What follows belongs to an exercise in optimizing a design on an open flow for small area, a short achievable clock period and few clock cycles; a production flow would make more cautious choices. In this exercise RTL edits were held to simulation tests only and were not proved equivalent to the original. Power and IR drop assume default switching activity.

== run 1 ==
==> flow/design.v <==
`timescale 1ns / 1ps
module pipeline (clk, reset, imem_addr, imem_rdata, dmem_addr, dmem_wdata, dmem_we, dmem_rdata);
    input           clk, reset;
    output  [31:0]  imem_addr;
    input   [31:0]  imem_rdata;
    output  [31:0]  dmem_addr, dmem_wdata;
    output          dmem_we;
    input   [31:0]  dmem_rdata;
    reg     [31:2]  pc;
    reg             d_v;
    reg     [31:0]  d_ir;
    reg             d_bt_c;      
    reg     [9:2]   d_pclo;      
    reg             e_wr, e_lw, e_sw, e_br, e_bne;
    reg             e_sub, e_and, e_or, e_slt;
    reg     [4:0]   e_rd;
    reg     [31:0]  e_a;         
    reg     [31:0]  e_b;         
    reg     [31:0]  e_c;         
    reg             e_pred;
    reg             e_skip1;     
    reg             m_wr, m_lw, m_we;
    reg     [4:0]   m_rd;
    reg     [31:0]  m_res, m_sd;
    wire            mispred;
    wire    [31:2]  e_alt;
    wire    [31:0]  res;
    wire            ld_use;
    wire    [31:0]  inst    = imem_rdata;
    wire    [31:2]  pc_next;
    wire            f_bt_c;
    wire    [9:2]   f_pclo;
    wire            f_nseq;
    fetch_next fnext(pc_next, f_bt_c, f_pclo, f_nseq, pc, inst, mispred, ld_use, e_alt);
    wire    [5:0]   op   = d_ir[31:26];
    wire    [5:0]   fn   = d_ir[5:0];
    wire    [4:0]   rs   = d_ir[25:21];
    wire    [4:0]   rt   = d_ir[20:16];
    wire    [4:0]   rdf  = d_ir[15:11];
    wire    [15:0]  imm  = d_ir[15:0];
    wire            is_r    = op == 6'h00;
    wire            is_beq  = op == 6'h04;
    wire            is_bne  = op == 6'h05;
    wire            is_addi = op == 6'h08;
    wire            is_andi = op == 6'h0C;
    wire            is_lw   = op == 6'h23;
    wire            is_sw   = op == 6'h2B;
    wire            is_br   = is_beq | is_bne;
    wire            use_rs  = is_r | is_br | is_addi | is_andi | is_lw | is_sw;
    wire            use_rt  = is_r | is_br | is_sw;
    wire            wr_rt   = is_addi | is_andi | is_lw;
    wire    [4:0]   dst     = is_r ? rdf : (wr_rt ? rt : 5'd0);
    wire            f_add   = is_r & (fn == 6'h20);
    wire            f_sub   = is_r & (fn == 6'h22);
    wire            f_or    = is_r & (fn == 6'h25);
    wire            f_slt   = is_r & (fn == 6'h2A);
    wire            f_and   = (is_r & ~f_add & ~f_sub & ~f_or & ~f_slt) | is_andi;
    wire    [31:0]  w_data  = m_lw ? dmem_rdata : m_res;
    reg     [31:0]  rf [1:31];
    reg     [31:1]  rf_v;
    wire    [31:1]  wsel, rd_en, sel_a, sel_b;
    genvar          g;
    generate
        for (g = 1; g < 32; g = g + 1) begin : rfw
            assign wsel[g]  = m_wr && m_rd == g;
            assign rd_en[g] = rf_v[g] && !wsel[g];
            assign sel_a[g] = rd_en[g] && rs == g;
            assign sel_b[g] = rd_en[g] && rt == g;
            always @(posedge clk)
                if (wsel[g])
                    rf[g] <= w_data;
        end
    endgenerate
    always @(posedge clk or posedge reset) begin
        if (reset)
            rf_v <= 31'b0;
        else
            rf_v <= rf_v | wsel;
    end
    wire    [32*31-1:0] rf_all;
    generate
        for (g = 1; g < 32; g = g + 1) begin : rfa
            assign rf_all[32*(g-1) +: 32] = rf[g];
        end
    endgenerate
    wire    [31:0]  t_a, t_b;
    and_or_31 rda(t_a, sel_a, rf_all);
    and_or_31 rdb(t_b, sel_b, rf_all);
    wire            byp_a   = m_wr && m_rd == rs && rs != 5'd0;
    wire            byp_b   = m_wr && m_rd == rt && rt != 5'd0;
    wire    [31:0]  r_a     = byp_a ? w_data : t_a;
    wire    [31:0]  r_b     = byp_b ? w_data : t_b;
    wire            fwd_a   = e_wr && !e_lw && e_rd == rs;
    wire            fwd_b   = e_wr && !e_lw && e_rd == rt;
    wire    [31:0]  v_a     = fwd_a ? res : r_a;
    wire    [31:0]  v_b     = fwd_b ? res : r_b;
    assign          ld_use  = d_v && e_wr && e_lw && ((use_rs && e_rd == rs) || (use_rt && e_rd == rt));
    wire    [31:0]  ext     = {{16{imm[15]}}, imm};
    wire            d_back  = (imm[15:8] == 8'hFF) & d_bt_c;
    wire    [31:2]  br_alt  = d_back ? {pc[31:10], d_pclo} : pc + {{14{imm[15]}}, imm};
    wire            d_pred  = is_br & d_back;
    wire            d_go    = d_v && !ld_use && !mispred && !skip1;
    wire            d_br    = is_br && imm != 16'd0;
    wire    [32:0]  sum     = {1'b0, e_a} + {1'b0, e_b ^ {32{e_sub}}} + {32'b0, e_sub};
    assign          res     = e_and ? (e_a & e_b) :
                              e_or  ? (e_a | e_b) :
                              e_slt ? {31'b0, ~sum[32]} :
                                      sum[31:0];
    wire            eq      = e_a == e_c;
    wire            taken   = eq ^ e_bne;
    wire            skip1   = e_br && taken && e_skip1;
    assign          mispred = e_br && (taken ^ e_pred) && !e_skip1;
    assign          e_alt   = e_b[29:0];
    always @(posedge clk or posedge reset) begin
        if (reset) begin
            pc      <= 30'b0;
            d_v     <= 1'b0;
            e_wr    <= 1'b0;
            e_lw    <= 1'b0;
            e_sw    <= 1'b0;
            e_br    <= 1'b0;
            m_wr    <= 1'b0;
            m_we    <= 1'b0;
        end else begin
            pc      <= pc_next;
            if (!ld_use)
                d_v <= !mispred;
            e_wr    <= d_go && dst != 5'd0;
            e_lw    <= d_go && is_lw;
            e_sw    <= d_go && is_sw;
            e_br    <= d_go && d_br;
            m_wr    <= e_wr;
            m_we    <= e_sw;
        end
    end
    always @(posedge clk) begin
        if (!ld_use) begin
            d_ir    <= inst;
            d_bt_c  <= f_bt_c;
            d_pclo  <= f_pclo;
        end
        e_rd        <= dst;
        e_bne       <= is_bne;
        e_pred      <= d_pred;
        e_skip1     <= imm == 16'd1 && !f_nseq;
        e_sub       <= f_sub | f_slt;
        e_and       <= f_and;
        e_or        <= f_or;
        e_slt       <= f_slt;
        e_a         <= v_a;
        e_b         <= is_r ? v_b : (is_br ? {2'b00, br_alt} : ext);
        e_c         <= v_b;
        m_lw        <= e_lw;
        m_rd        <= e_rd;
        m_res       <= res;
        m_sd        <= e_c;
    end
    assign imem_addr  = {pc, 2'b00};
    assign dmem_addr  = m_res;
    assign dmem_wdata = m_sd;
    assign dmem_we    = m_we;
endmodule
module fetch_next(pc_next, bt_c, pclo, nseq, pc, inst, mispred, ld_use, e_alt);
    output  [31:2]  pc_next;
    output          bt_c;
    output  [9:2]   pclo;
    output          nseq;        
    input   [31:2]  pc;
    input   [31:0]  inst;
    input           mispred, ld_use;
    input   [31:2]  e_alt;
    wire            f_j     = inst[31:26] == 6'h02;
    wire            f_br    = inst[31:27] == 5'b00010;       
    wire    [31:2]  pc_inc  = pc + 30'd1;
    wire    [8:0]   bt_lo   = {1'b0, pc_inc[9:2]} + {1'b0, inst[7:0]};
    wire            f_pred  = f_br & (inst[15:8] == 8'hFF) & bt_lo[8];
    wire    [31:2]  btgt    = {pc_inc[31:10], bt_lo[7:0]};
    assign          bt_c    = bt_lo[8];
    assign          pclo    = pc_inc[9:2];
    assign          nseq    = f_j | f_pred;
    wire            s_alt   = mispred;
    wire            s_hold  = !mispred && ld_use;
    wire            s_j     = !mispred && !ld_use && f_j;
    wire            s_bt    = !mispred && !ld_use && f_pred;
    wire            s_inc   = !mispred && !ld_use && !f_j && !f_pred;
    assign          pc_next = ({30{s_alt}}  & e_alt) |
                              ({30{s_hold}} & pc) |
                              ({30{s_j}}    & {pc_inc[31:28], inst[25:0]}) |
                              ({30{s_bt}}   & btgt) |
                              ({30{s_inc}}  & pc_inc);
endmodule
module and_or_31(out, sel, d);
    output  [31:0]      out;
    input   [31:1]      sel;
    input   [32*31-1:0] d;
    reg     [31:0]      r;
    integer             i;
    always @* begin
        r = 32'b0;
        for (i = 1; i < 32; i = i + 1)
            r = r | ({32{sel[i]}} & d[32*(i-1) +: 32]);
    end
    assign out = r;
endmodule
Settings: LEC_CHECK=0, CAP_MARGIN=30, CORE_MARGIN=2, CORE_UTILIZATION=40, SLEW_MARGIN=30, SYNTH_HIERARCHICAL=1; clock period 12.0 ns.
standard.sh (not shown) runs the stock make flow with config.mk's settings and CLKGATE_MAP_FILE= SYNTH_SCRIPT=/design/flow/synth_recipe.tcl, a recipe that flattens the netlist after the stock synthesis.
==> flow/flow/run.sh <==
#!/bin/bash
# Own flow: the standard synthesis and layout with these changes:
#  - timing repair is asked for more setup slack than the 12 ns clock needs,
#    so that it shortens the paths (SETUP_SLACK_MARGIN), working on the worst
#    half of the failing endpoints (TNS_END_PERCENT);
#  - floorplan removes synthesis's buffers instead of a first repair pass;
#  - port buffers are buf_2 rather than the slow delay buffer picked by default;
#  - larger clock-tree sink clusters, so fewer clock buffers;
set -euo pipefail
cd "$(dirname "${BASH_SOURCE[0]}")/.."
bash standard.sh synth > synth.log 2>&1
# the platform's don't-use list, and the cells repair may not use here
DU=""
for c in \
          probe_p_8 probec_p_8 lpflow_bleeder_1 lpflow_clkbufkapwr_1 lpflow_clkbufkapwr_16 \
          lpflow_clkbufkapwr_2 lpflow_clkbufkapwr_4 lpflow_clkbufkapwr_8 lpflow_clkinvkapwr_1 \
          lpflow_clkinvkapwr_16 lpflow_clkinvkapwr_2 lpflow_clkinvkapwr_4 lpflow_clkinvkapwr_8 \
          lpflow_decapkapwr_12 lpflow_decapkapwr_3 lpflow_decapkapwr_4 lpflow_decapkapwr_6 \
          lpflow_decapkapwr_8 lpflow_inputiso0n_1 lpflow_inputiso0p_1 lpflow_inputiso1n_1 \
          lpflow_inputiso1p_1 lpflow_inputisolatch_1 lpflow_isobufsrc_1 lpflow_isobufsrc_16 \
          lpflow_isobufsrc_2 lpflow_isobufsrc_4 lpflow_isobufsrc_8 lpflow_isobufsrckapwr_16 \
          lpflow_lsbuf_lh_hl_isowell_tap_1 lpflow_lsbuf_lh_hl_isowell_tap_2 \
          lpflow_lsbuf_lh_hl_isowell_tap_4 lpflow_lsbuf_lh_isowell_4 \
          lpflow_lsbuf_lh_isowell_tap_1 lpflow_lsbuf_lh_isowell_tap_2 \
          lpflow_lsbuf_lh_isowell_tap_4 \
         clkinvlp_2 clkinvlp_4 clkdlybuf4s15_1 clkdlybuf4s15_2 clkdlybuf4s18_1 clkdlybuf4s18_2 \
         clkdlybuf4s25_1 clkdlybuf4s25_2 clkdlybuf4s50_1 clkdlybuf4s50_2 dlygate4sd1_1 \
         dlygate4sd2_1 dlygate4sd3_1 dlymetal6s2s_1 dlymetal6s4s_1 dlymetal6s6s_1; do
    DU="$DU sky130_fd_sc_hd__$c"
done
echo "DONT_USE_CELLS=$DU" > dont_use.log
bash standard.sh \
    SETUP_SLACK_MARGIN=8.4 TNS_END_PERCENT=50 REMOVE_ABC_BUFFERS=1 \
    "BUFFER_PORTS_ARGS=-buffer_cell sky130_fd_sc_hd__buf_2" \
    CTS_CLUSTER_SIZE=20 CTS_CLUSTER_DIAMETER=100 CTS_BUF_LIST=sky130_fd_sc_hd__clkbuf_16 \
    "DONT_USE_CELLS=$DU" \
    finish > layout.log 2>&1
Testbench counts of run 1, summed over its fixed seeds: cycles 38,424.
Relative to run 1, the following input files were edited for run 2:
==> flow/flow/run.sh <==
#!/bin/bash
# Own flow: the standard synthesis and layout with these changes:
#  - timing repair is asked for more setup slack than the 12 ns clock needs,
#    so that it shortens the paths (SETUP_SLACK_MARGIN);
#  - port buffers are buf_2 rather than the slow delay buffer picked by default;
set -euo pipefail
cd "$(dirname "${BASH_SOURCE[0]}")/.."
bash standard.sh synth > synth.log 2>&1
bash standard.sh \
    SETUP_SLACK_MARGIN=8.4 TNS_END_PERCENT=100 \
    "BUFFER_PORTS_ARGS=-buffer_cell sky130_fd_sc_hd__buf_2" \
    CTS_CLUSTER_SIZE=20 CTS_CLUSTER_DIAMETER=100 CTS_BUF_LIST=sky130_fd_sc_hd__clkbuf_16 \
    finish > layout.log 2>&1
--- outcome ---
Run 2: no failed stages, no open violations at the end. Run 2 vs run 1: met1 track demand over resource in global routing down. Run 1 ended up with or4_1 as its library cell contributing the largest single delay on the critical path; run 2 ended up with clkinvlp_2. For the count of clock-buffer cells in the layout, run 2 came in 2.6% lower than run 1 did. Run 2: cell area reported after detailed placement higher than run 1. In run 2 relative to run 1, non-clock buffer count had gone up by a little under 10%. From run 1 to run 2 the numbers moved as follows: switching portion of total power went up by 0.58 points; fmax lost 3.9%; worst stage delay on the critical path +0.35 ns. Compared with run 1, run 2 is the more power-hungry design. When the final numbers for run 1 and run 2 were put side by side, the global routing met3 resource utilization turned out to be smaller in run 2.

* * *

pipeline, a different RTL version from the one above (not shown whole).
Size: ~4900 cells after synthesis, roughly 160 I/O pins.
==> flow/design.v (excerpt) <==
module pipeline (clk, reset, imem_addr, imem_rdata, dmem_addr, dmem_wdata, dmem_we, dmem_rdata);
    input           clk, reset;
    output  [31:0]  imem_addr;
    input   [31:0]  imem_rdata;
    output  [31:0]  dmem_addr, dmem_wdata;
    output          dmem_we;
    input   [31:0]  dmem_rdata;
    reg     [31:2]  pc;
    reg             d_v;
    reg     [31:0]  d_ir;
    reg     [3:0]   d_rs_hi, d_rt_hi;
    reg     [7:0]   d_rs_lo, d_rt_lo;
    reg             d_bt_c;      
    reg     [9:2]   d_pclo;      
    reg             e_wr, e_lw, e_sw, e_br, e_bne;
    reg             e_sub, e_and, e_or, e_slt;
    reg     [4:0]   e_rd;
    reg     [31:0]  e_a;         
    reg     [31:0]  e_b;         
    reg     [31:0]  e_c;         
    reg             e_pred;
    reg             e_skip1;     
    reg             m_wr, m_lw, m_we;
    reg     [4:0]   m_rd;
    reg     [31:0]  m_res, m_sd;
    wire            mispred;
    wire    [31:2]  e_alt;
    wire    [31:0]  res;
    wire            ld_use;
    wire    [31:0]  inst    = imem_rdata;
    wire    [31:2]  pc_next;
    wire            f_bt_c;
    wire    [9:2]   f_pclo;
    wire            f_nseq;
    fetch_next fnext(pc_next, f_bt_c, f_pclo, f_nseq, pc, inst, mispred, ld_use, e_alt);
    wire    [5:0]   op   = d_ir[31:26];
    wire    [5:0]   fn   = d_ir[5:0];
    wire    [4:0]   rs   = d_ir[25:21];
    wire    [4:0]   rt   = d_ir[20:16];
    wire    [4:0]   rdf  = d_ir[15:11];
    wire    [15:0]  imm  = d_ir[15:0];
    wire            is_r    = op == 6'h00;
    wire            is_beq  = op == 6'h04;
    wire            is_bne  = op == 6'h05;
    wire            is_addi = op == 6'h08;
    wire            is_andi = op == 6'h0C;
    wire            is_lw   = op == 6'h23;
    wire            is_sw   = op == 6'h2B;
    wire            is_br   = is_beq | is_bne;
    wire            use_rs  = is_r | is_br | is_addi | is_andi | is_lw | is_sw;
    wire            use_rt  = is_r | is_br | is_sw;
    wire            wr_rt   = is_addi | is_andi | is_lw;
    wire    [4:0]   dst     = is_r ? rdf : (wr_rt ? rt : 5'd0);
    wire            f_add   = is_r & (fn == 6'h20);
    wire            f_sub   = is_r & (fn == 6'h22);
  ...
export LEC_CHECK = 0
export CAP_MARGIN = 30
export CORE_MARGIN = 2
export CORE_UTILIZATION = 40
export SLEW_MARGIN = 30
export SYNTH_HIERARCHICAL = 1
create_clock -name core_clock -period 12.0 [get_ports {clk}]
==> flow/flow/run.sh <==
#!/bin/bash
# Own flow: the standard synthesis and layout with these changes:
#  - timing repair is asked for more setup slack than the 12 ns clock needs,
#    so that it shortens the paths (SETUP_SLACK_MARGIN), working on the worst
#    half of the failing endpoints (TNS_END_PERCENT);
#  - floorplan removes synthesis's buffers instead of a first repair pass;
#  - port buffers are buf_2 rather than the slow delay buffer picked by default;
#  - larger clock-tree sink clusters, so fewer clock buffers;
set -euo pipefail
cd "$(dirname "${BASH_SOURCE[0]}")/.."
bash standard.sh synth > synth.log 2>&1
# the platform's don't-use list, and the cells repair may not use here
DU=""
for c in \
          probe_p_8 probec_p_8 lpflow_bleeder_1 lpflow_clkbufkapwr_1 lpflow_clkbufkapwr_16 \
          lpflow_clkbufkapwr_2 lpflow_clkbufkapwr_4 lpflow_clkbufkapwr_8 lpflow_clkinvkapwr_1 \
          lpflow_clkinvkapwr_16 lpflow_clkinvkapwr_2 lpflow_clkinvkapwr_4 lpflow_clkinvkapwr_8 \
          lpflow_decapkapwr_12 lpflow_decapkapwr_3 lpflow_decapkapwr_4 lpflow_decapkapwr_6 \
          lpflow_decapkapwr_8 lpflow_inputiso0n_1 lpflow_inputiso0p_1 lpflow_inputiso1n_1 \
          lpflow_inputiso1p_1 lpflow_inputisolatch_1 lpflow_isobufsrc_1 lpflow_isobufsrc_16 \
          lpflow_isobufsrc_2 lpflow_isobufsrc_4 lpflow_isobufsrc_8 lpflow_isobufsrckapwr_16 \
          lpflow_lsbuf_lh_hl_isowell_tap_1 lpflow_lsbuf_lh_hl_isowell_tap_2 \
          lpflow_lsbuf_lh_hl_isowell_tap_4 lpflow_lsbuf_lh_isowell_4 \
          lpflow_lsbuf_lh_isowell_tap_1 lpflow_lsbuf_lh_isowell_tap_2 \
          lpflow_lsbuf_lh_isowell_tap_4 \
         clkinvlp_2 clkinvlp_4 clkdlybuf4s15_1 clkdlybuf4s15_2 clkdlybuf4s18_1 clkdlybuf4s18_2 \
         clkdlybuf4s25_1 clkdlybuf4s25_2 clkdlybuf4s50_1 clkdlybuf4s50_2 dlygate4sd1_1 \
         dlygate4sd2_1 dlygate4sd3_1 dlymetal6s2s_1 dlymetal6s4s_1 dlymetal6s6s_1; do
    DU="$DU sky130_fd_sc_hd__$c"
done
echo "DONT_USE_CELLS=$DU" > dont_use.log
bash standard.sh \
    SETUP_SLACK_MARGIN=8.35 TNS_END_PERCENT=50 REMOVE_ABC_BUFFERS=1 \
    "BUFFER_PORTS_ARGS=-buffer_cell sky130_fd_sc_hd__buf_2" \
    CTS_CLUSTER_SIZE=20 CTS_CLUSTER_DIAMETER=100 CTS_BUF_LIST=sky130_fd_sc_hd__clkbuf_16 \
    "DONT_USE_CELLS=$DU" \
    finish > layout.log 2>&1
The first run produced a clean layout.
Testbench counts at the start, summed over its fixed seeds: cycles 38,424.
Rerun with:
--- a/flow/flow/run.sh
+++ b/flow/flow/run.sh
@@ -4,2 +4,2 @@
-#    so that it shortens the paths (SETUP_SLACK_MARGIN), working on the worst
-#    half of the failing endpoints (TNS_END_PERCENT);
+#    so that it shortens the paths (SETUP_SLACK_MARGIN), on all the failing
+#    endpoints (TNS_END_PERCENT);
@@ -33 +33 @@
-    SETUP_SLACK_MARGIN=8.35 TNS_END_PERCENT=50 REMOVE_ABC_BUFFERS=1 \
+    SETUP_SLACK_MARGIN=8.45 TNS_END_PERCENT=100 REMOVE_ABC_BUFFERS=1 \
--- a/flow/config.mk
+++ b/flow/config.mk
@@ -10 +10 @@
-export CORE_UTILIZATION = 40
+export CORE_UTILIZATION = 50
After rerunning: Cell area went up by 0.38%; global-route usage went up by 8.2 points; core utilization went up by 11 points; sequential cell count stays the same; synthesized cell count does not change.

## separate check: timing with driven ports
No port has a modelled driver above. Below, the same layouts with a new extraction and two added sets of constraints. Step 1 assumes that a clkbuf_16 drives the clock port and a buf_2 every other input. Step 2, shift: input delay + t, output delay - t, t = (earliest + latest rising clock arrival at the registers) / 2. This alone moves slack from input paths to output paths. Slacks: no drivers / after step 1 / after step 2; pairs: no drivers / after step 1.
run	shift t [ns]	slack for setup (ns)	slew at the worst register clock pin (ns)
run 1	0.788	8.257 / 8.243 / 7.543	0.10 / 0.10
run 2	0.793	8.105 / 8.137 / 7.351	0.10 / 0.10
the first run of note 2	0.770	8.192 / 8.177 / 7.681	0.09 / 0.09
the second run of note 2	0.772	8.307 / 8.226 / 7.780	0.10 / 0.10
After both steps setup and hold are still met in every run listed. For run 2, which loses most, drivers alone change the setup slack by +0.032 ns; drivers and shift together by -0.754 ns.
